Context: an optimization exercise on an open-source flow, tuned for small area, a short achievable clock period and few clock cycles per item. The choices shown serve that exercise and are no tape-out recipe. Where RTL was checked, it was by simulation tests only, not by an equivalence proof against the original.

==> module matrixProcessor, before the edit <==
module matrixProcessor #(
	parameter WIDTH = 32
) (
	input wire clk,
	input wire rst_n,
	input wire start,
	input wire [13:0] workItemCount,
	input wire [WIDTH - 1:0] matrixInAddr,
	input wire [WIDTH - 1:0] dataInAddr,
	input wire [WIDTH - 1:0] dataOutAddr,
	input wire [WIDTH - 1:0] dataIn,
	output reg [WIDTH - 1:0] readAddr,
	output reg [WIDTH - 1:0] writeAddr,
	output reg [WIDTH - 1:0] writeData,
	output reg writeEn
	);
	reg busy;
	reg [4:0] rs;
	reg pro;           
	reg macOn;         
	reg divOn;         
	reg wrOn;          
	reg [13:0] fcnt;   
	reg notLast;       
	wire finalW = busy & wrOn & ~divOn & (rs == 5'd3);
	wire accept = start & (~busy | finalW);
	wire frameEnd = (rs == 5'd19);
	wire [4:0] rsNext = accept ? 5'd16 : (frameEnd ? 5'd0 : rs + 5'd1);
	wire wrOnNext = accept ? 1'b0 : (frameEnd ? divOn : wrOn);
	wire busyNext = accept | (busy & ~finalW);
	always @(posedge clk) begin
		if (~rst_n) begin
			busy <= 1'b0;
			writeEn <= 1'b0;
		end else begin
			busy <= busyNext;
			writeEn <= busyNext & wrOnNext & (rsNext <= 5'd3);
		end
	end
	reg atRs0;     
	reg atMac;     
	reg atVLoad;   
	reg accHold;   
	reg [3:0] rowEnd;   
	always @(posedge clk) begin
		atRs0 <= (rsNext == 5'd0);
		atMac <= (rsNext >= 5'd1) & (rsNext <= 5'd16);
		atVLoad <= (rsNext >= 5'd17) | (rsNext == 5'd0);
		accHold <= (rsNext >= 5'd3) & (rsNext <= 5'd18) & (rsNext[1:0] != 2'd3);
		rowEnd[0] <= (rsNext == 5'd6);
		rowEnd[1] <= (rsNext == 5'd10);
		rowEnd[2] <= (rsNext == 5'd14);
		rowEnd[3] <= (rsNext == 5'd18);
	end
	always @(posedge clk) begin
		notLast <= (fcnt != workItemCount);
		rs <= rsNext;
		wrOn <= wrOnNext;
		if (accept) begin
			pro <= 1'b1;
			macOn <= 1'b0;
			divOn <= 1'b0;
			fcnt <= 14'd0;
		end else if (frameEnd) begin
			pro <= 1'b0;
			divOn <= macOn;
			macOn <= pro | (macOn & notLast);
			if (~pro) fcnt <= fcnt + 14'd1;
		end
	end
	reg [WIDTH - 1:2] vptr;   
	wire [WIDTH - 1:0] readAddrInc = readAddr + 32'd4;
	wire readMatrixNext = (rsNext <= 5'd15);
	always @(posedge clk) begin
		if (accept) readAddr[31:2] <= dataInAddr[31:2];
		else if (frameEnd) readAddr[31:2] <= matrixInAddr[31:2];
		else if (rs == 5'd15) readAddr[31:2] <= vptr[31:2];
		else readAddr[31:2] <= readAddrInc[31:2];
		readAddr[1:0] <= readMatrixNext ? matrixInAddr[1:0] : dataInAddr[1:0];
		if (frameEnd) vptr[31:2] <= readAddrInc[31:2];
		writeAddr <= accept ? dataOutAddr : writeAddr + {31'd0, writeEn};
	end
	reg [WIDTH - 1:0] vb0, vb1, vb2, vb3;
	reg [WIDTH - 1:0] opA, opB;
	reg [WIDTH - 1:0] racc [0:3];
	reg [WIDTH - 1:0] rh0, rh1, rh2;   
	reg [WIDTH - 1:0] w;               
	reg [WIDTH - 1:0] q;               
	reg [WIDTH - 1:0] rem;
	wire [WIDTH - 1:0] qs = w[WIDTH - 1] ? (~q + 32'd1) : q;
	always @(posedge clk) begin
		vb0 <= vb1;
		vb1 <= vb2;
		vb2 <= vb3;
		vb3 <= atVLoad ? dataIn : vb0;
		opA <= atMac ? dataIn : qs;
		case (rs)
			5'd17: opB <= rh0;
			5'd18: opB <= rh1;
			5'd19: opB <= rh2;
			5'd0:  opB <= w;
			default: opB <= vb0;
		endcase
	end
	wire [WIDTH - 1:0] t0, t1, t2;
	wire [1:0] tc;
	fxMulStage1 mul1 (.a(opA), .b(opB), .hi0(t0), .hi1(t1), .hi2(t2), .c16(tc));
	reg [WIDTH - 1:0] p0, p1, p2;
	reg [1:0] pc;
	always @(posedge clk) begin
		p0 <= t0;
		p1 <= t1;
		p2 <= t2;
		pc <= tc;
	end
	wire [WIDTH - 1:0] accIn = accHold ? writeData : {WIDTH{1'b0}};
	wire [WIDTH - 1:0] sum = accIn + p0 + p1 + p2 + {30'd0, pc};
	always @(posedge clk) begin
		writeData <= sum;
		if (rowEnd[0]) racc[0] <= sum;
		if (rowEnd[1]) racc[1] <= sum;
		if (rowEnd[2]) racc[2] <= sum;
		if (rowEnd[3]) racc[3] <= sum;
	end
	wire [WIDTH - 1:0] r3 = racc[3];
	wire remInit = ~((r3 == 32'd0) | (r3 == 32'd1) | (r3 == 32'hFFFFFFFF));
	wire [WIDTH - 1:0] rem2;
	wire qb1, qb0;
	recipStep2 st (.rem(rem), .w(w), .remNext(rem2), .q1(qb1), .q0(qb0));
	always @(posedge clk) begin
		if (atRs0) begin
			rh0 <= racc[0];
			rh1 <= racc[1];
			rh2 <= racc[2];
			w <= r3;
			rem <= {31'd0, remInit};
		end else begin
			rem <= rem2;
		end
		if (atMac) q <= {q[WIDTH - 3:0], qb1, qb0};
	end
endmodule
Settings: LEC_CHECK=0, ABC_CLOCK_PERIOD_IN_PS=4500, CAP_MARGIN=20, CORE_MARGIN=2, CORE_UTILIZATION=55, SLEW_MARGIN=20; clock period 20.0 ns.
standard.sh (not shown) runs the stock make flow with config.mk's settings and CLKGATE_MAP_FILE= SYNTH_SCRIPT=/design/flow/synth_recipe.tcl, a recipe that flattens the netlist after the stock synthesis.
==> flow/flow/run.sh <==
#!/bin/bash
# The standard layout with these changes to how it is made:
# - synthesis maps the logic without Yosys's early "abc -fast" pass (the
#   registers are the standard synthesis's; full adders are then found in the
#   RTL's own adder structure rather than in ABC's restructured gates);
# - timing repair aims well past the clock period: repair_timing treats any
#   path with less than SETUP_SLACK_MARGIN of slack as failing;
set -euo pipefail
bash standard.sh SYNTH_ARGS=-noabc SETUP_SLACK_MARGIN=15.0 MATCH_CELL_FOOTPRINT=0 \
	"BUFFER_PORTS_ARGS=-buffer_cell sky130_fd_sc_hd__buf_1" finish > flow_make.log 2>&1
The baseline went through all stages and came out clean.
Next try:
--- a/flow/design.v
+++ b/flow/design.v
@@ -2524,17 +2524,20 @@
 	reg [4:0] rs;
 	reg pro;           
 	reg macOn;         
 	reg divOn;         
 	reg wrOn;          
 	reg [13:0] fcnt;   
+	reg tailDiv;       
 	reg notLast;       
 	wire finalW = busy & wrOn & ~divOn & (rs == 5'd3);
 	wire accept = start & (~busy | finalW);
 	wire frameEnd = (rs == 5'd19);
-	wire [4:0] rsNext = accept ? 5'd16 : (frameEnd ? 5'd0 : rs + 5'd1);
+	reg [4:0] divLast;   
+	wire divDone = tailDiv & (rs == divLast);
+	wire [4:0] rsNext = accept ? 5'd16 : (frameEnd ? 5'd0 : (divDone ? 5'd17 : rs + 5'd1));
 	wire wrOnNext = accept ? 1'b0 : (frameEnd ? divOn : wrOn);
 	wire busyNext = accept | (busy & ~finalW);
 	always @(posedge clk) begin
 		if (~rst_n) begin
 			busy <= 1'b0;
 			writeEn <= 1'b0;
@@ -2627,22 +2630,41 @@
 		if (rowEnd[1]) racc[1] <= sum;
 		if (rowEnd[2]) racc[2] <= sum;
 		if (rowEnd[3]) racc[3] <= sum;
 	end
 	wire [WIDTH - 1:0] r3 = racc[3];
 	wire remInit = ~((r3 == 32'd0) | (r3 == 32'd1) | (r3 == 32'hFFFFFFFF));
+	wire [WIDTH - 1:0] r3Mag = r3 ^ {WIDTH{r3[WIDTH - 1]}};
+	reg [5:0] r3Len;
+	integer bi;
+	always @(*) begin
+		r3Len = 6'd0;
+		for (bi = 0; bi < WIDTH; bi = bi + 1)
+			if (r3Mag[bi]) r3Len = bi[5:0] + 6'd1;
+	end
+	wire [3:0] skip = (r3Len < 6'd2) ? 4'd0 : ((r3Len >= 6'd28) ? 4'd13 : r3Len[4:1] - 4'd1);
+	wire tailNow = divOn & ~macOn;
 	wire [WIDTH - 1:0] rem2;
 	wire qb1, qb0;
 	recipStep2 st (.rem(rem), .w(w), .remNext(rem2), .q1(qb1), .q0(qb0));
 	always @(posedge clk) begin
 		if (atRs0) begin
 			rh0 <= racc[0];
 			rh1 <= racc[1];
 			rh2 <= racc[2];
 			w <= r3;
-			rem <= {31'd0, remInit};
+			if (tailNow & remInit) begin
+				rem <= 32'd1 << {skip, 1'b0};
+				divLast <= 5'd16 - {1'b0, skip};
+			end else begin
+				rem <= {31'd0, remInit};
+				divLast <= 5'd16;
+			end
+			q <= {WIDTH{1'b0}};
 		end else begin
 			rem <= rem2;
 		end
 		if (atMac) q <= {q[WIDTH - 3:0], qb1, qb0};
+		if (accept) tailDiv <= 1'b0;
+		else if (atRs0) tailDiv <= tailNow;
 	end
 endmodule
After rerunning: The changed run produced a clean layout; worst hold slack is worse by 31 ps; global-route usage rose by 2.2 points; utilization fell by 0.13 points; critical path depth is unchanged; maximum frequency fell by 1.6%; cell area rose by 2.7%; clock-buffer cell count rose by 16; routed wire length rose by 9.2%.
Testbench counts after the change, summed over its fixed seeds: cycles 34,168, items 1,630.
Function not checked in the first run of this note: the RTL went through the layout flow alone.

[re-timing with driven ports]
In the flow no input, the clock included, has a driving cell. The finished layouts below were timed again as built, in two steps. Step 1 (the two cells are an assumption about what drives the block):
set clk [get_ports {clk}]
set_driving_cell -lib_cell sky130_fd_sc_hd__clkbuf_16 $clk
set_driving_cell -lib_cell sky130_fd_sc_hd__buf_2 [delete_from_list [all_inputs] $clk]
Step 2 moves the port delays by t, midway between the first and last clock arrival at a register: inputs arrive t later, outputs are due t later. That takes back most of the time a late clock gives input paths. Slacks: ideal ports / drivers / drivers and shift; pairs: ideal ports / drivers.
| run | t (ns) | setup slack, ns | hold WS [ns] |
|---|---|---|---|
| the first run | 0.703 | 14.828 / 14.749 / 14.492 | 0.322 / 0.322 / 0.322 |
| the second run | 0.759 | 14.746 / 14.664 / 14.483 | 0.291 / 0.291 / 0.291 |
After both steps every run listed still meets setup and hold. The setup slack of the first run, which loses most, moves by -0.079 ns with the drivers and by -0.336 ns with both steps.
